Context: an optimization exercise on an open-source flow, tuned for small area. The choices shown serve that exercise and are no tape-out recipe.
In this exercise RTL edits were held to simulation tests only and were not proved equivalent to the original.
Power and IR drop assume default switching activity.

--- flow/config.mk ---
export PLATFORM = sky130hd
export DESIGN_NAME = UART_TOP
export DESIGN_NICKNAME = UART_TOP
export VERILOG_FILES = /design/flow/design.v
export SDC_FILE = /design/flow/constraint.sdc
export NUM_CORES = 4
export LEC_CHECK = 0
export CAP_MARGIN = 20
export CORE_MARGIN = 2
export CORE_UTILIZATION = 40
export SLEW_MARGIN = 20
--- flow/design.v ---
`timescale 1ns/1ps
module BAUD_GEN #(
    parameter PARA_CLK_FREQ  = 50    
)
(
    input       I_CLK,
    input       I_RESET_N,
    input [3:0] I_BAUD_RATE,
    input       I_BCLK_MODE,      
    input       I_CNT_EN,
    input       I_CNT_LOAD,
    output logic O_BCLK      
);
localparam PARA_BD_9600   = 4'h0;
localparam PARA_BD_19200  = 4'h1;
localparam PARA_BD_38400  = 4'h2;
localparam PARA_BD_115200 = 4'h3;
localparam PARA_CLK_HZ = PARA_CLK_FREQ * 1000000;     
localparam PARA_DIV_9600_X16 = PARA_CLK_HZ / (9600 * 16) -1;
localparam PARA_DIV_19200_X16 = PARA_CLK_HZ / (19200 * 16) -1;
localparam PARA_DIV_38400_X16 = PARA_CLK_HZ / (38400 * 16) -1;
localparam PARA_DIV_115200_X16 = PARA_CLK_HZ / (115200 * 16) -1;
localparam PARA_DIV_9600_X13 = PARA_CLK_HZ / (9600 * 13) -1;
localparam PARA_DIV_19200_X13 = PARA_CLK_HZ / (19200 * 13) -1;
localparam PARA_DIV_38400_X13 = PARA_CLK_HZ / (38400 * 13) -1;
localparam PARA_DIV_115200_X13 = PARA_CLK_HZ / (115200 * 13) -1;
logic [8:0] divisor_x16;
logic [8:0] divisor_x13;
logic [8:0] divisor;
logic [8:0] cnt_reg;
always_comb begin
    casez(I_BAUD_RATE)
        PARA_BD_9600: divisor_x16   = PARA_DIV_9600_X16;
        PARA_BD_19200: divisor_x16  = PARA_DIV_19200_X16;
        PARA_BD_38400: divisor_x16  = PARA_DIV_38400_X16;
        PARA_BD_115200: divisor_x16 = PARA_DIV_115200_X16;
        default: divisor_x16   = 9'dx;
    endcase
end
always_comb begin
    casez(I_BAUD_RATE)
        PARA_BD_9600: divisor_x13   = PARA_DIV_9600_X13;
        PARA_BD_19200: divisor_x13  = PARA_DIV_19200_X13;
        PARA_BD_38400: divisor_x13  = PARA_DIV_38400_X13;
        PARA_BD_115200: divisor_x13 = PARA_DIV_115200_X13;
        default: divisor_x13   = 9'dx;
    endcase
end
always_ff@(posedge I_CLK or negedge I_RESET_N) begin
    if(!I_RESET_N)
       cnt_reg <= '0; 
    else if((I_CNT_LOAD || ~|cnt_reg) && I_CNT_EN)
        cnt_reg <= divisor;
    else if(I_CNT_EN) 
        cnt_reg <= cnt_reg -'d1;
end
assign divisor = (I_BCLK_MODE) ? divisor_x13 : divisor_x16;
assign O_BCLK  = ~|cnt_reg & I_CNT_EN; 
endmodule
`timescale 1ns/1ps
module FIFO_SYNC #(
    parameter PARA_FIFO_DEPTH = 16,
    parameter PARA_DATA_WIDTH = 8                
)
(
    input                              I_CLK,
    input                              I_RESET_N,
    input                              I_WR_EN,
    input                              I_RD_EN,
    input [PARA_DATA_WIDTH-1:0]        I_FIFO_WDATA,
    output logic [PARA_DATA_WIDTH-1:0] O_FIFO_RDATA,
    output logic                       O_FIFO_FULL,
    output logic                       O_FIFO_EMPTY 
); 
localparam PARA_ADDR_WIDTH = $clog2(PARA_FIFO_DEPTH);
logic [PARA_DATA_WIDTH-1:0] mem [0:PARA_FIFO_DEPTH-1];
logic [PARA_ADDR_WIDTH:0] wpointer_reg;
logic [PARA_ADDR_WIDTH:0] rpointer_reg;
always_ff@(posedge I_CLK) begin
    if(I_WR_EN && !O_FIFO_FULL)
      mem[wpointer_reg[PARA_ADDR_WIDTH-1:0]] <= I_FIFO_WDATA;
end
always_ff@(posedge I_CLK or negedge I_RESET_N) begin
    if(!I_RESET_N)
        wpointer_reg <= '0;       
    else if(!O_FIFO_FULL && I_WR_EN)
        wpointer_reg <= wpointer_reg + 'h1;
end
always_ff@(posedge I_CLK or negedge I_RESET_N) begin
    if(!I_RESET_N)
        rpointer_reg <= '0;        
    else if(!O_FIFO_EMPTY && I_RD_EN)
        rpointer_reg <= rpointer_reg + 'h1;
end
always_comb begin
    O_FIFO_EMPTY = ~(wpointer_reg[PARA_ADDR_WIDTH] ^ rpointer_reg[PARA_ADDR_WIDTH]) & (wpointer_reg[PARA_ADDR_WIDTH-1:0] == rpointer_reg[PARA_ADDR_WIDTH-1:0]);
    O_FIFO_FULL = (wpointer_reg[PARA_ADDR_WIDTH] ^ rpointer_reg[PARA_ADDR_WIDTH]) & (wpointer_reg[PARA_ADDR_WIDTH-1:0] == rpointer_reg[PARA_ADDR_WIDTH-1:0]);
    O_FIFO_RDATA = mem[rpointer_reg[PARA_ADDR_WIDTH-1:0]];
end
endmodule
`timescale 1ns/1ps
module HEX_7_SEG(
    input [3:0] I_HEX_IN,
    output logic [7:0] O_SEG_OUT
);
always@(*) begin
    case(I_HEX_IN)
        4'h0: O_SEG_OUT = 8'b1100_0000;  
        4'h1: O_SEG_OUT = 8'b1111_1001;  
        4'h2: O_SEG_OUT = 8'b1010_0100;  
        4'h3: O_SEG_OUT = 8'b1011_0000;  
        4'h4: O_SEG_OUT = 8'b1001_1001;  
        4'h5: O_SEG_OUT = 8'b1001_0010;  
        4'h6: O_SEG_OUT = 8'b1000_0010;  
        4'h7: O_SEG_OUT = 8'b1111_1000;  
        4'h8: O_SEG_OUT = 8'b1000_0000;  
        4'h9: O_SEG_OUT = 8'b1001_0000;  
        4'hA: O_SEG_OUT = 8'b1000_1000;  
        4'hB: O_SEG_OUT = 8'b1000_0011;  
        4'hC: O_SEG_OUT = 8'b1100_0110;  
        4'hD: O_SEG_OUT = 8'b1010_0001;  
        4'hE: O_SEG_OUT = 8'b1000_0110;  
        4'hF: O_SEG_OUT = 8'b1000_1110;  
        default: O_SEG_OUT = 8'b1111_1111;
    endcase
end
endmodule
`timescale 1ns/1ps
module RECEIVER_SHIFT_REG(
    input              I_CLK,
    input              I_RESET_N,
    input              I_BCLK,
    input              I_FIFO_NFULL,
    input              I_RX_IN,
    input              I_PARITY_EN,
    input              I_PARITY_TYPE,  
    output logic       O_PARITY_ERR,
    output logic       O_FIFO_WRITE,
    output logic [7:0] O_RDATA
);
localparam IDLE_STATE       = 3'b000;
localparam START_STATE      = 3'b001;
localparam DATA_STATE       = 3'b010;
localparam PARITY_STATE     = 3'b011;
localparam STOP_STATE       = 3'b100;
localparam WRITE_STATE      = 3'b101;
logic       falling_edge;
logic       falling_edge_reg;
logic [1:0] rx_in_sync;
logic [8:0] shift_reg;
logic       shift_clr;
logic       shift_en;
logic [3:0] baud_cnt_reg;
logic       baud_cnt_clr;
logic [2:0] bit_cnt_reg;
logic       bit_cnt_clr;
logic [2:0] current_state;
logic [2:0] next_state;
always_ff@(posedge I_CLK or negedge I_RESET_N) begin
    if(!I_RESET_N)
        rx_in_sync <= 2'b11;
    else
        rx_in_sync <= {rx_in_sync[0], I_RX_IN};
end
always_ff @(posedge I_CLK or negedge I_RESET_N ) begin 
   if(!I_RESET_N)
        falling_edge_reg <= 1'b1;
    else
        falling_edge_reg <= rx_in_sync[1];
end
always_ff@(posedge I_CLK or negedge I_RESET_N) begin
    if(!I_RESET_N)
        shift_reg <= '0;
    else if(shift_clr || ((current_state == START_STATE) && I_BCLK && ~rx_in_sync[1]))
        shift_reg <= '0;
   else if(shift_en && (baud_cnt_reg == 4'd7) && I_BCLK)
        shift_reg <= {rx_in_sync[1], shift_reg[8:1]};
end
always_ff@(posedge I_CLK or negedge I_RESET_N) begin
    if(!I_RESET_N)
        baud_cnt_reg <= '0;
    else if(baud_cnt_clr)
        baud_cnt_reg <= '0;
    else if(I_BCLK)
        baud_cnt_reg <= baud_cnt_reg + 1'b1;
end
always_ff@(posedge I_CLK or negedge I_RESET_N) begin
    if(!I_RESET_N)
        bit_cnt_reg <= '0;
    else if(bit_cnt_clr)
        bit_cnt_reg <= '0;
    else if(I_BCLK && (baud_cnt_reg == 4'd7))
        bit_cnt_reg <= bit_cnt_reg + 1'b1;
end
always_ff@(posedge I_CLK or negedge I_RESET_N) begin
    if (!I_RESET_N)
        O_PARITY_ERR <= '0;
    else if ((!I_PARITY_EN) | (current_state == IDLE_STATE))
        O_PARITY_ERR <= '0;
    else begin
        if ((I_PARITY_EN) && (current_state == STOP_STATE) && (baud_cnt_reg == 4'd7) && I_BCLK) begin
            if(I_PARITY_TYPE)
                O_PARITY_ERR <= ~(^shift_reg);
            else
                O_PARITY_ERR <= ^shift_reg;
        end
    end
end
always_ff@(posedge I_CLK or negedge I_RESET_N) begin
    if(!I_RESET_N)
        current_state <= IDLE_STATE;
    else
        current_state <= next_state;
end
always_comb begin
    casez(current_state)
        IDLE_STATE:  next_state = (falling_edge && I_FIFO_NFULL) ? START_STATE : current_state;
        START_STATE: begin
            if((baud_cnt_reg == 4'd7) && I_BCLK) begin
                if(~rx_in_sync[1])  
                    next_state = DATA_STATE;
                else
                    next_state = IDLE_STATE;  
            end  
            else
                next_state = current_state;
        end 
        DATA_STATE:  begin
            if ((bit_cnt_reg == 7) && (baud_cnt_reg == 4'd7) && I_BCLK) 
                next_state = I_PARITY_EN ? PARITY_STATE : STOP_STATE; 
            else
                next_state = current_state;
                     end
        PARITY_STATE: next_state = ((baud_cnt_reg == 4'd7) && I_BCLK) ? STOP_STATE : current_state; 
        STOP_STATE: begin
            if((baud_cnt_reg == 4'd7) && I_BCLK) begin
                if(rx_in_sync[1])
                    next_state = WRITE_STATE;
                else
                    next_state = IDLE_STATE;  
            end  
            else
                next_state = current_state;
        end 
        WRITE_STATE: next_state = IDLE_STATE;
        default: next_state = 3'bxx;
    endcase
end
always_comb begin
    casez(current_state)
        IDLE_STATE: begin
            shift_en        = 1'b0;
            bit_cnt_clr     = 1'b1; 
            baud_cnt_clr    = 1'b1; 
            shift_clr       = 1'b1;
            O_FIFO_WRITE    = 1'b0;
        end 
        START_STATE: begin         
            shift_en        = 1'b0;
            bit_cnt_clr     = 1'b1; 
            baud_cnt_clr    = 1'b0; 
            shift_clr       = 1'b0;
            O_FIFO_WRITE    = 1'b0;
        end
        DATA_STATE: begin
            shift_en        = 1'b1;
            bit_cnt_clr     = 1'b0; 
            baud_cnt_clr    = 1'b0; 
            shift_clr       = 1'b0;
            O_FIFO_WRITE    = 1'b0;
        end
        PARITY_STATE: begin
            shift_en        = 1'b1;
            bit_cnt_clr     = 1'b0; 
            baud_cnt_clr    = 1'b0; 
            shift_clr       = 1'b0;
            O_FIFO_WRITE    = 1'b0;
        end
        STOP_STATE: begin
            shift_en        = 1'b0;
            bit_cnt_clr     = 1'b1; 
            baud_cnt_clr    = 1'b0; 
            shift_clr       = 1'b0;
            O_FIFO_WRITE    = 1'b0;
        end
        WRITE_STATE: begin
            shift_en        = 1'b0;
            bit_cnt_clr     = 1'b1; 
            baud_cnt_clr    = 1'b1; 
            shift_clr       = 1'b0;
            O_FIFO_WRITE    = ~O_PARITY_ERR;
        end
        default: begin
            shift_en        = 1'bx;
            bit_cnt_clr     = 1'bx; 
            baud_cnt_clr    = 1'bx; 
            shift_clr       = 1'bx;
            O_FIFO_WRITE    = 1'bx;
        end
    endcase
end
assign falling_edge = ~rx_in_sync[1] & falling_edge_reg;
assign O_RDATA      = I_PARITY_EN ? shift_reg[7:0] : shift_reg[8:1];
endmodule
`timescale 1ns/1ps
module TRANS_SHIFT_REG(
    input        I_CLK,
    input        I_BCLK,
    input        I_RESET_N,
    input [7:0]  I_TDATA,  
    input        I_FIFO_NEMPTY,
    input        I_PARITY_TYPE,  
    input        I_PARITY_EN,
    output logic O_FIFO_READ,        
    output logic O_TX_OUT
);
localparam IDLE_STATE    = 3'b000;
localparam LOAD_STATE    = 3'b001;
localparam START_STATE   = 3'b010;
localparam DATA_STATE    = 3'b011;
localparam PARITY_STATE  = 3'b100;
localparam STOP_STATE    = 3'b101;
logic [7:0] shift_reg;
logic       shift_clr;
logic       shift_en;
logic       shift_load;
logic [3:0] baud_cnt_reg;
logic       baud_cnt_clr;
logic [2:0] bit_cnt_reg;
logic       bit_cnt_clr;
logic [2:0] current_state;
logic [2:0] next_state;
logic       parity_bit;
logic [7:0] parity_data;
always_ff@(posedge I_CLK or negedge I_RESET_N) begin
    if(!I_RESET_N)
        shift_reg <= '0;
    else if(shift_clr)
        shift_reg <= '0;
    else if(shift_load)
        shift_reg <= I_TDATA;
    else if(shift_en && (baud_cnt_reg == 4'd15) && I_BCLK)
        shift_reg <= {1'b1, shift_reg[7:1]};
end
always_ff@(posedge I_CLK or negedge I_RESET_N) begin
    if(!I_RESET_N)
        baud_cnt_reg <= '0;
    else if(baud_cnt_clr)
        baud_cnt_reg <= '0;
    else if(I_BCLK)
        baud_cnt_reg <= baud_cnt_reg + 1'b1;
end
always_ff@(posedge I_CLK or negedge I_RESET_N) begin
    if(!I_RESET_N)
        bit_cnt_reg <= '0;
    else if(bit_cnt_clr)
        bit_cnt_reg <= '0;
    else if(I_BCLK && (baud_cnt_reg == 4'd15))
        bit_cnt_reg <= bit_cnt_reg + 1'b1;
end
always_ff@(posedge I_CLK or negedge I_RESET_N) begin
    if(!I_RESET_N)
        parity_data <= '0;
    else if(shift_load)
        parity_data <= I_TDATA;
end
always_comb begin
    if(I_PARITY_EN) begin
        if(I_PARITY_TYPE)  
            parity_bit = ~(^parity_data);
        else  
            parity_bit = ^parity_data;
    end
    else
        parity_bit = 1'b1;  
end
always_ff@(posedge I_CLK or negedge I_RESET_N) begin
    if(!I_RESET_N)
        current_state <= IDLE_STATE;
    else
        current_state <= next_state;
end
always_comb begin
    casez(current_state)
        IDLE_STATE:  next_state = I_FIFO_NEMPTY ? LOAD_STATE : current_state;
        LOAD_STATE:  next_state = START_STATE;
        START_STATE: next_state = (I_BCLK && (baud_cnt_reg == 4'd15)) ? DATA_STATE : current_state;
        DATA_STATE:  begin 
                        if (I_BCLK && (baud_cnt_reg == 4'd15) && (bit_cnt_reg == 3'd7))
                            next_state = I_PARITY_EN ? PARITY_STATE : STOP_STATE;
                        else
                            next_state = current_state;
                     end
        PARITY_STATE: next_state = (I_BCLK && (baud_cnt_reg == 4'd15)) ? STOP_STATE : current_state;
        STOP_STATE:   next_state = (I_BCLK && (baud_cnt_reg == 4'd15)) ? IDLE_STATE : current_state;
        default: next_state = 3'bxx;
    endcase
end
always_comb begin
    casez(current_state)
        IDLE_STATE: begin
            shift_en        = 1'b0;
            bit_cnt_clr     = 1'b1; 
            baud_cnt_clr    = 1'b1; 
            shift_load      = 1'b0; 
            shift_clr       = 1'b1;
            O_FIFO_READ     = 1'b0;
            O_TX_OUT        = 1'b1; 
        end 
        LOAD_STATE: begin         
            shift_en        = 1'b0;
            bit_cnt_clr     = 1'b1; 
            baud_cnt_clr    = 1'b0; 
            shift_load      = 1'b1; 
            shift_clr       = 1'b0;
            O_FIFO_READ     = 1'b1;
            O_TX_OUT        = 1'b1;
        end
        START_STATE: begin         
            shift_en        = 1'b0;
            bit_cnt_clr     = 1'b1; 
            baud_cnt_clr    = 1'b0; 
            shift_load      = 1'b0; 
            shift_clr       = 1'b0;
            O_FIFO_READ     = 1'b0;
            O_TX_OUT        = 1'b0;
        end
        DATA_STATE: begin
            shift_en        = 1'b1;
            bit_cnt_clr     = 1'b0; 
            baud_cnt_clr    = 1'b0; 
            shift_load      = 1'b0; 
            shift_clr       = 1'b0;
            O_FIFO_READ     = 1'b0;
            O_TX_OUT        = shift_reg[0];
        end
        PARITY_STATE: begin
            shift_en        = 1'b0;
            bit_cnt_clr     = 1'b0; 
            baud_cnt_clr    = 1'b0; 
            shift_load      = 1'b0; 
            shift_clr       = 1'b0;
            O_FIFO_READ     = 1'b0;
            O_TX_OUT        = parity_bit;
        end
        STOP_STATE: begin
            shift_en        = 1'b0;
            bit_cnt_clr     = 1'b1; 
            baud_cnt_clr    = 1'b0; 
            shift_load      = 1'b0;
            shift_clr       = 1'b0;
            O_FIFO_READ     = 1'b0;
            O_TX_OUT        = 1'b1; 
        end
        default: begin
            shift_en        = 1'bx;
            bit_cnt_clr     = 1'bx; 
            baud_cnt_clr    = 1'bx; 
            shift_load      = 1'bx; 
            shift_clr       = 1'bx;
            O_FIFO_READ     = 1'bx;
            O_TX_OUT        = 1'bx;
        end
    endcase
end
endmodule
`timescale 1ns/1ps
module UART_TOP(
    input                I_CLK,
    input                I_RESET_N,
    input [3:0]          I_BAUD_RATE,
    input                I_BCLK_MODE,  
    input                I_CNT_EN,   
    input                I_CNT_LOAD,   
    input                I_PARITY_TYPE, 
    input                I_PARITY_EN,
    input                I_WR_EN,       
    input                I_RD_EN,       
    input [7:0]          I_WDATA,
    input                I_RX_IN,
    output logic        O_TX_OUT,
    output logic        O_RX_FULL,
    output logic        O_TX_EMPTY,
    output logic [15:0] O_RDATA,
    output logic        O_PARITY_ERR,
    output logic        O_RX_EMPTY
);
    logic [7:0] rdata_out;
    logic       bclk;
    logic       rsr_fifo_nfull;
    logic       rsr_write;
    logic [7:0] rsr_data;
    logic       tsr_fifo_nempty;
    logic       tsr_read;
    logic [7:0] tsr_data;
    logic       parity_error;
    logic       rsr_fifo_empty;
BAUD_GEN baud_gen(
    .I_CLK       ( I_CLK),
    .I_RESET_N   ( I_RESET_N),
    .I_BAUD_RATE ( I_BAUD_RATE),
    .I_BCLK_MODE ( I_BCLK_MODE),
    .I_CNT_EN    ( I_CNT_EN),
    .I_CNT_LOAD  ( I_CNT_LOAD),
    .O_BCLK      ( bclk)
);
RECEIVER_SHIFT_REG receiver_shift_reg(
    .I_CLK         ( I_CLK),
    .I_RESET_N     ( I_RESET_N),
    .I_BCLK        ( bclk),
    .I_FIFO_NFULL  ( ~rsr_fifo_nfull),
    .I_RX_IN       ( I_RX_IN),
    .I_PARITY_EN   ( I_PARITY_EN),
    .I_PARITY_TYPE ( I_PARITY_TYPE),
    .O_PARITY_ERR  ( parity_error),
    .O_FIFO_WRITE  ( rsr_write),
    .O_RDATA       ( rsr_data)
);
FIFO_SYNC fifo_sync_rsr(
    .I_CLK        ( I_CLK),
    .I_RESET_N    ( I_RESET_N),
    .I_WR_EN      ( rsr_write),
    .I_RD_EN      ( I_RD_EN),
    .I_FIFO_WDATA ( rsr_data),
    .O_FIFO_RDATA ( rdata_out),
    .O_FIFO_FULL  ( rsr_fifo_nfull),
    .O_FIFO_EMPTY ( rsr_fifo_empty)
);
TRANS_SHIFT_REG trans_shift_reg(
    .I_CLK         ( I_CLK),
    .I_BCLK        ( bclk),
    .I_RESET_N     ( I_RESET_N),
    .I_TDATA       ( tsr_data),
    .I_FIFO_NEMPTY ( ~tsr_fifo_nempty),
    .I_PARITY_EN   ( I_PARITY_EN),
    .I_PARITY_TYPE ( I_PARITY_TYPE),
    .O_FIFO_READ   ( tsr_read),
    .O_TX_OUT      ( O_TX_OUT)
);
FIFO_SYNC fifo_sync_tsr(
    .I_CLK        ( I_CLK),
    .I_RESET_N    ( I_RESET_N),
    .I_WR_EN      ( I_WR_EN),
    .I_RD_EN      ( tsr_read),
    .I_FIFO_WDATA ( I_WDATA),
    .O_FIFO_RDATA ( tsr_data),
    .O_FIFO_FULL  ( ),
    .O_FIFO_EMPTY ( tsr_fifo_nempty)
);
HEX_7_SEG hex_7_seg_0(
    .I_HEX_IN  ( rdata_out[3:0]),
    .O_SEG_OUT ( O_RDATA[7:0])  
);
HEX_7_SEG hex_7_seg_1(
    .I_HEX_IN  ( rdata_out[7:4]),
    .O_SEG_OUT ( O_RDATA[15:8])  
);
assign O_TX_EMPTY   = tsr_fifo_nempty;
assign O_RX_FULL    = rsr_fifo_nfull;
assign O_PARITY_ERR = parity_error;
assign O_RX_EMPTY   = rsr_fifo_empty;
endmodule
--- flow/run.sh ---
#!/bin/bash
# synth_recipe.tcl (not shown) runs the flow's synth.tcl, then flattens the netlist and writes it again
# the make line also repeats each setting of config.mk as NAME=value (left out here)
make -C /OpenROAD-flow-scripts/flow DESIGN_CONFIG=/design/flow/config.mk WORK_HOME=/design/flow/orfs CLKGATE_MAP_FILE= SYNTH_SCRIPT=/design/flow/synth_recipe.tcl finish
--- flow/constraint.sdc ---
create_clock -name core_clock -period 20.0 [get_ports {I_CLK}]
set_input_delay 4.0000 -clock core_clock [delete_from_list [all_inputs] [get_ports {I_CLK}]]
set_output_delay 4.0000 -clock core_clock [all_outputs]
set_load 0.01 [all_outputs]
==> results.tsv <==
metric	value	unit
first-pass GRT wire length	44800	µm
core area	36500	µm²
PortBufs	40	
Total Routing Usage GR	14.9	%
total standard cell area after synthesis	14800	µm²
power after layout	2060	µW
number of placement rows	70	
final hold violations	0	
setup repair after global routing missed its margin	false	
antenna violations before repair	0	
Top-Level Pins	43	
proportion of layout cells with a drive suffix above 1	17.2	%
number of remaining DRC errors	0	
average routed wire per standard cell	19.4	µm
leakage dissipation	0.00595	µW
most frequent cells in the layout	256 x edfxtp_1, 73 x dfrtp_1, 62 x mux4_2	
antenna diode count	0	
power density of the placed cells	123	nW/µm²
library cell occupying the most area in the post-synthesis netlist	edfxtp_1	
Die H	196	µm
Resized Gates After CTS	0	
setup skew after layout	0.0205	ns
achievable frequency	102	MHz
async set-reset flop share out of synthesis	23.4	%
share of the synthesized area in the top cell type	52.0	%
count of TritonRoute iterations in the first routing pass	6	
status	no timing/DRC/antenna violations	
path class of the lowest-slack min-delay path	reg2reg	
estimated wirelength of the detail-placed design	18500	µm
leading cell types by total area after synthesis	edfxtp_1 52%, dfrtp_1 13%, mux4_2 9.4%	
Die Area	38500	µm²
final cycle utilization of the critical path	49.2	%
# Post-CTS Setup Buffers	0	
horizontal die dimension	196	µm
largest net degree at the start of global routing	77	
Slew Viols, Final	0	
Critical Path Fanout Max	2	
grt ovf	0	
crit path launch type	primary input	
number of maximum-capacitance constraint violations	0	
post-placement worst setup slack	10.16	ns
leading cell type in the layout, fill and taps excluded	edfxtp_1	
synthesis warning total	5	
Max stage delay cell, worst path	clkdlybuf4s50_1	
#FFs+latches synth	334	
worst skew pair latency	0.51	ns
buffer type at the clock tree root	clkbuf_16	
iteration-0 DRC count of the detailed router	534	
maximum resistive drop on vdd	0.0713	mV
starting density of the core	40.5	%
commonest register cell after synthesis	edfxtp_1	
cell area after placement	15700	µm²
Critical Setup Path Class	in2out	
clock tree from TritonCTS	built	
Total Wirelength	28200	µm
part of the Yosys area used for sequential elements	65.2	%
count of unique library cells instantiated by Yosys	72	
total clock sinks	334	
required time at the worst-slack endpoint	16.00	ns
final critical-path required period	9.83	ns
Worst Tran Pin Value	1.02	ns
signal arrival time at the worst endpoint	5.83	ns
hold_buf cts	0	
number of global-route vias before repair	7858	
Setup Total Neg Slack	0	ns
crit path capture type	output port	
number of H-tree levels	2	
via count	7780	
antenna-violating nets left	0	
post-synthesis instance total	913	
Setup WS post-layout	10.17	ns
Fillers	3124	
Design Area, Final	16700	µm²
Avg Vias per Cell	5.35	
Post-synth EDFFs	256	
setup slack of the most critical reg-to-reg path	17.12	ns
cells traversed along the worst timing path	clkdlybuf4s50_1, xor2_1, xnor2_1, xnor2_1, a31oi_1, a221o_1, clkdlybuf4s50_1	
synthesized area per cell	16.2	µm²
layout-stage area growth over the synthesis result	13.2	%
routability congestion estimate	0.815	
max_slew headroom	31.6	%
clock-pin slew reported for the worst setup and hold paths after clock tree synthesis	0.05	ns
maximum buffer depth of the clock tree	3	
setup violators final	0	
total CTS buffers	36	
final layout net count	1010	
delay of the slowest critical-path stage	0.51	ns
==> final timing paths <==
| path | endpoint | cells after the start | start |
|---|---|---|---|
| max in group asynchronous | fifo_sync_rsr.rpointer_reg[0]$_DFFE_PN0P_ | 2 | I_RESET_N |
| setup reg to reg | fifo_sync_tsr.mem[11][3]$_DFFE_PP_ | 6 | fifo_sync_tsr.rpointer_reg[0]$_DFFE_PN0P_ |
| min in group asynchronous | baud_gen.cnt_reg[0]$_DFFE_PN0P_ | 1 | I_RESET_N |
| hold reg to reg | receiver_shift_reg.rx_in_sync[1]$_DFF_PN1_ | 0 | receiver_shift_reg.rx_in_sync[0]$_DFF_PN1_ |
| setup / recovery | O_TX_OUT | 7 | I_PARITY_TYPE |
| hold / removal | receiver_shift_reg.rx_in_sync[1]$_DFF_PN1_ | 0 | receiver_shift_reg.rx_in_sync[0]$_DFF_PN1_ |
==> power by group <==
| part | leakage, µW | switching [µW] | total [µW] | internal [µW] |
|---|---|---|---|---|
| Combinational | 0.00211 | 319 | 630 | 312 |
| Sequential | 0.00332 | 43.3 | 832 | 788 |
| Clock | 0.000520 | 254 | 601 | 347 |
==> cells in the mapped netlist (3+ instances only) <==
| master | number |
|---|---|
| dfrtp_1 | 75 |
| clkbuf_1 | 23 |
| xnor2_1 | 35 |
| a22oi_1 | 22 |
| mux4_1 | 4 |
| o21ai_1 | 3 |
| mux2i_1 | 29 |
| nor4b_1 | 3 |
| nand2b_1 | 4 |
| nor2_1 | 34 |
| dfstp_2 | 3 |
| nor2b_1 | 9 |
| a211oi_1 | 3 |
| inv_1 | 26 |
| buf_4 | 3 |
| nor3b_1 | 8 |
| mux4_2 | 62 |
| nand2_1 | 31 |
| a22oi_2 | 3 |
| edfxtp_1 | 256 |
| xor2_1 | 17 |
| nor3_1 | 11 |
| buf_6 | 4 |
| nand3_1 | 10 |
| o2bb2ai_1 | 10 |
| o22ai_1 | 6 |
| nor4_1 | 4 |
| ha_1 | 29 |
| a31oi_1 | 4 |
| and2_1 | 12 |
| a21oi_1 | 30 |
| mux2_2 | 15 |
| a22o_1 | 6 |
| nand4_1 | 8 |
| and3b_1 | 4 |
| and4_1 | 9 |
| a32o_1 | 3 |
| a21o_1 | 9 |
| o21ai_0 | 22 |
| buf_2 | 16 |
| and3_1 | 10 |
==> final cells by class <==
type	instances	area [µm²]	area share [%]
clock buffer	49	950	5.67
clock inverter	15	109	0.650
inverter	27	101	0.606
multi-input combinational	504	4820	28.8
sequential	334	9650	57.6
tap	468	586	3.50
timing repair buffer	56	522	3.12
==> worst max-delay path: cells and delay by family <==
| kind | cells | cell delay (ns) |
|---|---|---|
| buf+inv | 2 | 0.99 |
| compound gates | 2 | 0.37 |
| xor+xnor | 3 | 0.47 |
==> cell families after synthesis <==
logic type	share of synthesized area [%]
compound gates	6.59
xor+xnor	3.39
fa+ha+maj	2.45
buf+inv	2.46
flops	65.2
mux	13.3
other cells	0.0254
simple gates	6.58
==> metrics by stage <==
step,utilization [%],cells,hold WS [ns]
finish,45.8,1453,0.355
global route,45.8,1453,0.357
CTS,45.8,1453,0.356
detailed placement,42.9,1389,0.348
global placement,42.9,1389,0.350
floorplan,-,914,0.345
==> metal layers <==
layer	vias up	GRT usage [%]	share of wire, %
li1	3661	-	-
met1	3958	19.6	44
met2	130	26.1	50
met3	31	2.32	3.6
met4	0	3.76	1.6
met5	-	0	0

-- port drivers added, routing unchanged --
No port has a modelled driver above. Below, the same layout with a new extraction and two added sets of constraints.
Step 1: set_driving_cell puts a clkbuf_16 on I_CLK and a buf_2 on each other input, an assumption about the parent block.
Step 2 adds t to the input delays and takes it off the output delays; t is the mean of the earliest and latest rising clock arrival at the registers after step 1. Input paths then give back, and output paths get back, about the clock's delay inside the block.
a / b / c = ideal ports / drivers / drivers and shift; a / b = the first two.
t (ns): 0.552
setup slack, ns: 10.166 / 10.144 / 10.144
worst register clock-pin slew, ns: 0.06 / 0.06
cell pins on the clock port's net: 1
After both steps setup and hold are still met in this run. The setup slack of this run moves by -0.022 ns with the drivers and by -0.022 ns with both steps.
